This is an optimization exercise on Yosys and OpenROAD, whose aim is a short achievable clock period and few clock cycles, not a production implementation. In this exercise RTL edits were held to simulation tests only and were not proved equivalent to the original. No activity file was given, so power comes from the tool's default toggle rates.

==> inputs of v18 <==
// Microprocesador
module Microprocesador(
    input CLK,
    input Reset,
    output [31:0] imem_addr,
    input  [31:0] imem_rdata,
    output [31:0] dmem_addr,
    output [31:0] dmem_wdata,
    output [3:0]  dmem_wstrb,
    input  [31:0] dmem_rdata
    );
export LEC_CHECK = 0
export ABC_CLOCK_PERIOD_IN_PS = 3000
export CAP_MARGIN = 20
export CORE_MARGIN = 2
export CORE_UTILIZATION = 40
export PLACE_DENSITY = 0.6
export SETUP_SLACK_MARGIN = 5
export SLEW_MARGIN = 20
export SYNTH_HIERARCHICAL = 1
export TNS_END_PERCENT = 100
create_clock -name core_clock -period 11.0 [get_ports {CLK}]
standard.sh (not shown) runs the stock make flow with config.mk's settings and CLKGATE_MAP_FILE= SYNTH_SCRIPT=/design/flow/synth_recipe.tcl, a recipe that flattens the netlist after the stock synthesis.
==> flow/flow/run.sh <==
#!/bin/bash
set -euo pipefail
bash standard.sh SETUP_SLACK_MARGIN=7.7 TNS_END_PERCENT=100 ABC_CLOCK_PERIOD_IN_PS=3000 finish > standard_flow.log 2>&1
==> v33: changes against v18 <==
--- a/flow/design.v
+++ b/flow/design.v
@@ -584,46 +584,74 @@
     wire id_redir = d_v && !stall && jalr_id;
     wire [31:0] rf1 = (rs1 == 5'd0) ? 32'd0 : rf[rs1];
     wire [31:0] rf2 = (rs2 == 5'd0) ? 32'd0 : rf[rs2];
     wire [31:0] m_val = m_ld ? ld_val : m_res;
     wire [31:0] r1 = (m_wr && rs1 == m_rd) ? m_val : (w_wr && rs1 == w_rd) ? w_res : rf1;
     wire [31:0] r2 = (m_wr && rs2 == m_rd) ? m_val : (w_wr && rs2 == w_rd) ? w_res : rf2;
     wire [31:0] bsel = useb ? r2 : op_st ? immS : immI;
     wire e_ok = ~r_kill;
-    wire [31:0] ex_res, jt, A, SDL;
-    wire [3:0]  strb;
-    wire        redir;
-    wire [11:2] fpc_o, fpc_n;
-    wire        take_f;
-    rv_ex u_ex (
-        .e_a(e_a), .e_b(e_b), .e_sd(e_sd), .e_alt(e_alt), .m_res(m_res),
-        .e_fa(e_fa), .e_fb(e_fb), .e_fn(e_fn), .e_fs(e_fs), .e_k(e_k),
-        .e_s({e_s_pass, e_s_and, e_s_or, e_s_xor, e_s_sltu, e_s_slt, e_s_sra, e_s_sr, e_s_sll}),
-        .e_mp(e_mp), .e_mn(e_mn), .e_ok(e_ok), .e_jalr(e_jalr), .e_f3(e_f3),
-        .fpc(fpc), .id_redir(id_redir), .id_pc(jt_id[11:2]), .stall(stall),
-        .ex_res(ex_res), .jt(jt), .A(A), .sd_lanes(SDL), .strb(strb), .redir(redir),
-        .take_f(take_f), .fpc_o(fpc_o));
-    rv_fmux u_fmux (.take(take_f), .f(f_next), .o(fpc_o), .n(fpc_n));
+    wire [31:0] j0, j1, a2, u0, u1, u2;
+    rv_add32 u_j0 (.a(e_a),   .b(e_b),    .s(j0));
+    rv_add32 u_j1 (.a(m_res), .b(e_b),    .s(j1));
+    rv_add32 u_a2 (.a(e_a),   .b(m_res),  .s(a2));
+    rv_sub32 u_u0 (.a(e_a),   .b(e_b),    .s(u0));
+    rv_sub32 u_u1 (.a(m_res), .b(e_b),    .s(u1));
+    rv_sub32 u_u2 (.a(e_a),   .b(m_res),  .s(u2));
+    wire [31:0] sum = ({32{e_k[0]}} & j0) | ({32{e_k[1]}} & j1) | ({32{e_k[2]}} & a2) |
+                      ({32{e_k[3]}} & u0) | ({32{e_k[4]}} & u1) | ({32{e_k[5]}} & u2);
+    wire [31:0] jt = ({32{e_fa}} & j1) | ({32{~e_fa}} & j0);
+    wire eq0, eq1, eq2, lu0, lu1, lu2, ls0, ls1, ls2;
+    rv_cmp32 u_c0 (.a(e_a),   .b(e_b),   .eq(eq0), .ltu(lu0), .lts(ls0));
+    rv_cmp32 u_c1 (.a(m_res), .b(e_b),   .eq(eq1), .ltu(lu1), .lts(ls1));
+    rv_cmp32 u_c2 (.a(e_a),   .b(m_res), .eq(eq2), .ltu(lu2), .lts(ls2));
+    wire eq   = (e_fa & eq1) | (e_fb & eq2) | (e_fn & eq0);
+    wire ltu  = (e_fa & lu1) | (e_fb & lu2) | (e_fn & lu0);
+    wire lt   = (e_fa & ls1) | (e_fb & ls2) | (e_fn & ls0);
+    wire [31:0] A  = e_fa ? m_res : e_a;
+    wire [31:0] B  = e_fb ? m_res : e_b;
+    wire [31:0] SD = e_fs ? m_res : e_sd;
+    wire [31:0] shl = A << B[4:0];
+    wire [31:0] shr = {{32{e_s_sra & A[31]}}, A} >> B[4:0];
+    wire [31:0] ex_oth = ({32{e_s_sll}}  & shl)
+                       | ({32{e_s_sr}}   & shr)
+                       | ({32{e_s_slt}}  & {31'd0, lt})
+                       | ({32{e_s_sltu}} & {31'd0, ltu})
+                       | ({32{e_s_xor}}  & (A ^ B))
+                       | ({32{e_s_or}}   & (A | B))
+                       | ({32{e_s_and}}  & (A & B))
+                       | ({32{e_s_pass}} & e_alt);
+    wire [31:0] ex_res = sum | ex_oth;
+    wire [8:0] cmp = {ls2, ls1, ls0, lu2, lu1, lu0, eq2, eq1, eq0};
+    wire mispred = |(e_mp & cmp) | |(e_mn & ~cmp);
+    wire redir   = e_ok & (mispred | e_jalr);
+    wire [31:0] redir_pc = e_jalr ? {jt[31:1], 1'b0} : e_alt;
+    wire [3:0] strb = (e_f3[1:0] == 2'b00) ? (4'b0001 << jt[1:0]) :
+                      (e_f3[1:0] == 2'b01) ? (jt[1] ? 4'b1100 : 4'b0011) : 4'b1111;
     always @(posedge CLK) begin
         if (Reset) begin
             fpc  <= 10'd0;
             xa   <= 32'd0;
             xb   <= 32'd0;
             xclr <= 1'b0;
             r_redir <= 1'b1;
             r_kill  <= 1'b1;
             d_pt <= 1'b0;
             d_v  <= 1'b0;
             e_v  <= 1'b0;
             e_wr <= 1'b0; e_ld <= 1'b0; e_st <= 1'b0; e_mp <= 9'd0; e_mn <= 9'd0; e_jalr <= 1'b0;
             m_wr <= 1'b0; m_ld <= 1'b0; m_wstrb <= 4'b0000;
             w_wr <= 1'b0;
         end else begin
-            fpc  <= fpc_n;
+            if (redir)
+                fpc <= redir_pc[11:2];
+            else if (id_redir)
+                fpc <= jt_id[11:2];
+            else if (!stall)
+                fpc <= f_next;
             xa   <= e_jalr ? A : e_alt;
             xb   <= e_jalr ? e_b : 32'd0;
             xclr <= e_jalr;
             r_redir <= redir || id_redir;
             r_kill  <= redir;
             if (!stall)
                 d_pt <= f_pt;
             if (redir || id_redir)
@@ -677,17 +705,18 @@
         e_s_xor  <= op_alu && f3 == 3'b100;
         e_s_or   <= op_alu && f3 == 3'b110;
         e_s_and  <= op_alu && f3 == 3'b111;
         e_s_pass <= op_lui || op_auipc || op_jal || op_jalr;
         m_rd    <= e_rd;
         m_f3    <= e_f3;
         m_res   <= ex_res;
         m_addr  <= jt;
-        m_wdata <= SDL;
+        m_wdata <= (e_f3[1:0] == 2'b00) ? {4{SD[7:0]}} :
+                   (e_f3[1:0] == 2'b01) ? {2{SD[15:0]}} : SD;
         w_rd  <= m_rd;
         w_res <= m_val;
     end
     reg rst_q;
     always @(posedge CLK) rst_q <= Reset;
     integer i;
     always @(posedge CLK) begin
         if (rst_q) begin
@@ -700,111 +729,46 @@
 endmodule
 module rv_add32 (
     input  [31:0] a,
     input  [31:0] b,
     output [31:0] s
     );
     assign s = a + b;
 endmodule
+module rv_sub32 (
+    input  [31:0] a,
+    input  [31:0] b,
+    output [31:0] s
+    );
+    assign s = a - b;
+endmodule
 module rv_inc32 (
     input  [31:0] a,
     output [31:0] s
     );
     assign s = a + 32'd4;
 endmodule
+module rv_cmp32 (
+    input  [31:0] a,
+    input  [31:0] b,
+    output        eq,
+    output        ltu,
+    output        lts
+    );
+    assign eq  = (a == b);
+    assign ltu = (a < b);
+    assign lts = ($signed(a) < $signed(b));
+endmodule
 module rv_fetch (
     input  [11:2] fpc,
     input  [31:0] ins,
     output        taken,
     output [11:2] next
     );
     wire        jal = (ins[6:0] == 7'b1101111);
     wire        bbk = (ins[6:0] == 7'b1100011) && (ins[31] || ins[12]);
     wire [11:2] tJ  = fpc + {ins[20], ins[30:22]};
     wire [11:2] tB  = fpc + {ins[7], ins[30:25], ins[11:9]};
     wire [11:2] n4  = fpc + 10'd1;
     assign taken = jal | bbk;
     assign next  = ({10{jal}} & tJ) | ({10{bbk}} & tB) | ({10{!jal && !bbk}} & n4);
 endmodule
-module rv_ex (
-    input  [31:0] e_a,
-    input  [31:0] e_b,
-    input  [31:0] e_sd,
-    input  [31:0] e_alt,
-    input  [31:0] m_res,
-    input         e_fa,
-    input         e_fb,
-    input         e_fn,
-    input         e_fs,
-    input  [5:0]  e_k,
-    input  [8:0]  e_s,       
-    input  [8:0]  e_mp,
-    input  [8:0]  e_mn,
-    input         e_ok,
-    input         e_jalr,
-    input  [2:0]  e_f3,
-    input  [11:2] fpc,
-    input         id_redir,
-    input  [11:2] id_pc,     
-    input         stall,
-    output [31:0] ex_res,
-    output [31:0] jt,
-    output [31:0] A,
-    output [31:0] sd_lanes,
-    output [3:0]  strb,
-    output        redir,
-    output        take_f,    
-    output [11:2] fpc_o      
-    );
-    wire [31:0] j0 = e_a + e_b;
-    wire [31:0] j1 = m_res + e_b;
-    wire [31:0] a2 = e_a + m_res;
-    wire [31:0] u0 = e_a - e_b;
-    wire [31:0] u1 = m_res - e_b;
-    wire [31:0] u2 = e_a - m_res;
-    wire [31:0] sum = ({32{e_k[0]}} & j0) | ({32{e_k[1]}} & j1) | ({32{e_k[2]}} & a2) |
-                      ({32{e_k[3]}} & u0) | ({32{e_k[4]}} & u1) | ({32{e_k[5]}} & u2);
-    assign jt = ({32{e_fa}} & j1) | ({32{~e_fa}} & j0);
-    wire eq0 = (e_a == e_b);
-    wire eq1 = (m_res == e_b);
-    wire eq2 = (e_a == m_res);
-    wire lu0 = (e_a < e_b);
-    wire lu1 = (m_res < e_b);
-    wire lu2 = (e_a < m_res);
-    wire ls0 = ($signed(e_a) < $signed(e_b));
-    wire ls1 = ($signed(m_res) < $signed(e_b));
-    wire ls2 = ($signed(e_a) < $signed(m_res));
-    wire ltu = (e_fa & lu1) | (e_fb & lu2) | (e_fn & lu0);
-    wire lt  = (e_fa & ls1) | (e_fb & ls2) | (e_fn & ls0);
-    assign A = e_fa ? m_res : e_a;
-    wire [31:0] B  = e_fb ? m_res : e_b;
-    wire [31:0] SD = e_fs ? m_res : e_sd;
-    wire [31:0] shl = A << B[4:0];
-    wire [31:0] shr = {{32{e_s[2] & A[31]}}, A} >> B[4:0];
-    wire [31:0] ex_oth = ({32{e_s[0]}} & shl)
-                       | ({32{e_s[1]}} & shr)
-                       | ({32{e_s[3]}} & {31'd0, lt})
-                       | ({32{e_s[4]}} & {31'd0, ltu})
-                       | ({32{e_s[5]}} & (A ^ B))
-                       | ({32{e_s[6]}} & (A | B))
-                       | ({32{e_s[7]}} & (A & B))
-                       | ({32{e_s[8]}} & e_alt);
-    assign ex_res = sum | ex_oth;
-    wire [8:0] cmp = {ls2, ls1, ls0, lu2, lu1, lu0, eq2, eq1, eq0};
-    wire mispred = |(e_mp & cmp) | |(e_mn & ~cmp);
-    assign redir = e_ok & (mispred | e_jalr);
-    wire [11:2] redir_pc = e_jalr ? jt[11:2] : e_alt[11:2];
-    assign take_f = !redir && !id_redir && !stall;
-    assign fpc_o  = redir ? redir_pc : id_redir ? id_pc : fpc;
-    assign strb = (e_f3[1:0] == 2'b00) ? (4'b0001 << jt[1:0]) :
-                  (e_f3[1:0] == 2'b01) ? (jt[1] ? 4'b1100 : 4'b0011) : 4'b1111;
-    assign sd_lanes = (e_f3[1:0] == 2'b00) ? {4{SD[7:0]}} :
-                      (e_f3[1:0] == 2'b01) ? {2{SD[15:0]}} : SD;
-endmodule
-module rv_fmux (
-    input         take,
-    input  [11:2] f,
-    input  [11:2] o,
-    output [11:2] n
-    );
-    assign n = take ? f : o;
-endmodule
==> notes <==
Between v33 and v18, the lower synthesized area is in v18 (gap 1.9%, measured against v18). Between v33 and v18, the lower first-iteration DRC count is in v18 (gap 2.2%, measured against v18). Between v33 and v18, the lower total power is in v33 (gap 20%, measured against v18). Of v18 and v33, v18 has the higher wire length (gap about 13%, measured against v33). In v33 the setup slack is better than in v18, by 300 ps. Against v33, the register-to-register slack of v18 is lower by 300 ps. Non-clock buffer count: v33 is lower than v18 (176). In v33 the global-route usage is lower than in v18, by 4.6 points. Combinational power: v18 is larger than v33 (about 90%). Sequential share of layout area: v18 is lower than v33 (0.43 points). Of v33 and v18, v18 has the higher core utilization (gap 1.5 points).
Testbench counts of v18, summed over its fixed seeds: cycles 33,294.
Testbench counts of v33, summed over its fixed seeds: cycles 33,294.

==> what the ideal ports hide <==
The results above use ideal ports. As a check the final layouts listed here were re-extracted and re-timed, cells and wires unchanged. Step 1 sets driving cells, clkbuf_16 on the clock port and buf_2 on the other inputs (assumed; they add their load-dependent delay and slew). Step 2, shift: input delay + t, output delay - t, t = (earliest + latest rising clock arrival at the registers) / 2. This alone moves slack from input paths to output paths. Three values: ideal, step 1, step 2; two values: the first two.
run	shift t [ns]	slack for setup (ns)	worst setup path at the end	worst data-port slew with drivers (ns)
v18	0.963	6.805 / 6.805 / 5.927	input to register	0.08
v33	0.939	7.104 / 7.104 / 6.406	input to register	0.05
After both steps setup and hold are still met in every run listed. For v18, which loses most, drivers alone change the setup slack by 0.000 ns; drivers and shift together by -0.878 ns.
